Context: an optimization exercise on an open-source flow, tuned for small area and a short achievable clock period. The choices shown serve that exercise and are no tape-out recipe.
The RTL was checked by simulation tests, not by an equivalence proof against the original design.
Power is estimated from default activity; no workload was simulated.

run A:
// mips
module mips (
	input clk,
	input rst,
	output [31:0] imem_addr,
	input [31:0] imem_data,
	output [7:0] dmem_addr,
	output [31:0] dmem_wdata,
	output dmem_we,
	output dmem_re,
	output dmem_byte,
	input [31:0] dmem_rdata
);
	reg [31:2] pc;
	assign imem_addr = {pc, 2'b00};
	wire [5:0] op = imem_data[31:26];
	wire [4:0] rs = imem_data[25:21];
	wire [4:0] rt = imem_data[20:16];
	wire [4:0] rd = imem_data[15:11];
	wire [2:0] fn = imem_data[2:0];
	wire [15:0] imm = imem_data[15:0];
	wire [31:0] se = {{16{imm[15]}}, imm};
	wire r_type = (op == 6'b000000);
	wire addi   = (op == 6'b000010);
	wire subi   = (op == 6'b000011);
	wire andi   = (op == 6'b000100);
	wire ori    = (op == 6'b000101);
	wire slti   = (op == 6'b000111);
	wire move   = (op == 6'b100000);
	wire lw     = (op == 6'b001000);
	wire lb     = (op == 6'b001001);
	wire sw     = (op == 6'b010000);
	wire sb     = (op == 6'b010001);
	wire beq    = (op == 6'b100011);
	wire bne    = (op == 6'b100111);
	wire j      = (op == 6'b111000);
	wire jal    = (op == 6'b111001);
	wire reg_write = r_type | lw | lb | andi | ori | slti | addi | subi | move | jal;
	wire [4:0] wa = r_type ? rd : rt;
	wire r_slt = fn[1] & fn[0] & fn[2];
	wire r_or  = ~fn[1] & fn[0] & fn[2];
	wire use_rt  = r_type | beq | bne;
	wire do_sub  = r_type ? (fn[1] & fn[0]) : (subi | slti | beq | bne);
	wire res_or  = r_type ? r_or : ori;
	wire res_slt = r_type ? r_slt : slti;
	wire res_sum = r_type ? fn[1] & ~(fn[2] & fn[0]) : (addi | subi | move);
	wire [31:0] q [0:31];
	assign q[0] = 32'b0;
	wire [31:0] wd_r;
	genvar gi;
	generate
		for (gi = 1; gi < 32; gi = gi + 1) begin : g_reg
			wire en = rst | (reg_write & (wa == gi));
			reg [31:0] r;
			always @(posedge clk)
				if (en) r <= wd_r;
			assign q[gi] = r;
		end
	endgenerate
	wire [32*31-1:0] q_all;
	wire [8*31-1:0]  q_lo;
	wire [24*31-1:0] q_hi;
	genvar gk;
	generate
		for (gk = 1; gk < 32; gk = gk + 1) begin : g_flat
			assign q_all[32*gk-1 -: 32] = q[gk];
			assign q_lo[8*gk-1 -: 8]    = q[gk][7:0];
  ...
Size in the first run: roughly 3700 cells after synthesis, ~50000 sq um of cells after synthesis.
Settings: LEC_CHECK=0, CAP_MARGIN=20, CORE_MARGIN=2, CORE_UTILIZATION=55, CTS_BUF_LIST=sky130_fd_sc_hd__clkbuf_4 sky130_fd_sc_hd__clkbuf_8, CTS_CLUSTER_DIAMETER=80, CTS_CLUSTER_SIZE=15, SETUP_SLACK_MARGIN=3.0, SLEW_MARGIN=20, SYNTH_HIERARCHICAL=1; clock period 9.0 ns.
standard.sh (not shown) runs the stock make flow with config.mk's settings and CLKGATE_MAP_FILE= SYNTH_SCRIPT=/design/flow/synth_recipe.tcl, a recipe that flattens the netlist after the stock synthesis.
==> flow/flow/run.sh <==
#!/bin/bash
# The standard layout, with the port buffers made from plain buffers
# (buffer_ports otherwise picks a delay buffer for every port).
set -euo pipefail
export BUFFER_PORTS_ARGS="-buffer_cell sky130_fd_sc_hd__buf_4"
bash standard.sh > standard.log 2>&1
Input changes introduced in run B (baseline for comparison: run A):
- swapping 3.0 for 3.3 in SETUP_SLACK_MARGIN
--- outcome ---
For worst-case clock skew, run B and run A come out practically identical.
Lower final non-filler cell total was reported by run A, not run B.
Fmax: run B above run A
Although run B finished all stages, its layout failed final checks on capacitance limit, slew limit.
Relative to run A, met1 layer usage reported by global route has increased by 3.4 points in run B.
Clock latency on the worst-skew pair essentially unchanged between run A and run B.
Run B vs run A, met3 wire length went up by 8.0 mm.
Compared run B vs run A, and net switching component of the power is up in run B.
Row cell area: run B higher / run A lower
Setup changes, run B to run C
- clearing CTS_CLUSTER_DIAMETER, which used to be 80
- clearing CTS_CLUSTER_SIZE, which used to be 15
- swapping 3.3 for 3.0 in SETUP_SLACK_MARGIN
- swapping 55 for 65 in CORE_UTILIZATION
- Summary across run B and run C: the single failing run is run B.
- The flow completed for run B, but it is not clean: the layout still shows capacitance limit, slew limit.
- Run B → run C: cell area after layout now sits lower, routed wire length fell about 4%.
- Between run B and run C, number of antenna violations at the first check in global routing increased.
- Diff run B and run C: total power lower in run B
- Final period utilization up 5.0 points in run C wrt run B
- Run C against run B; peak supply drop is up by more than a quarter.
- Compared with run B, run C supports a lower clock frequency.
[inputs] run D vs run C
- SETUP_SLACK_MARGIN changed from 3.0 to 2.5
- CORE_UTILIZATION changed from 65 to 55
==> flow/run.sh (new file) <==
#!/bin/bash
# synth_recipe.tcl (not shown) runs the flow's synth.tcl, then flattens the netlist and writes it again
# the make line also repeats each setting of config.mk as NAME=value (left out here)
make -C /OpenROAD-flow-scripts/flow DESIGN_CONFIG=/design/flow/config.mk WORK_HOME=/design/flow/orfs CLKGATE_MAP_FILE= SYNTH_SCRIPT=/design/flow/synth_recipe.tcl finish
removed: flow/flow/run.sh
removed: flow/standard.sh
## What came out
The run showing the greater chip width is run D.
Cmp run D vs run C: fraction of area in registers higher in run D
Taking run C as the reference point, the delay of the slowest cell on the worst path of run D falls by 100 ps.
The final reports for run D and run C show layout-stage area growth over the synthesis result lower in the former.

static timing again, ports no longer ideal:
In the flow no input, the clock included, has a driving cell. The finished layouts below were timed again as built, in two steps.
Step 1 sets driving cells, clkbuf_16 on the clock port and buf_2 on the other inputs (assumed; they add their load-dependent delay and slew).
Step 2, shift: input delay + t, output delay - t, t = (earliest + latest rising clock arrival at the registers) / 2. This alone moves slack from input paths to output paths.
Three values: ideal, step 1, step 2; two values: the first two.
run	shift t [ns]	setup slack, ns	worst setup path at the end	cell pins on the clock port's net
run A	0.843	2.865 / 2.764 / 2.011	input to register	1
run B	0.854	2.913 / 2.650 / 2.065	input to register	1
run C	0.908	2.467 / 2.256 / 1.782	input to register	1
run D	0.918	2.414 / 2.377 / 1.717	input to register	1
The setup slack of run A, which loses most, moves by -0.101 ns with the drivers and by -0.854 ns with both steps.
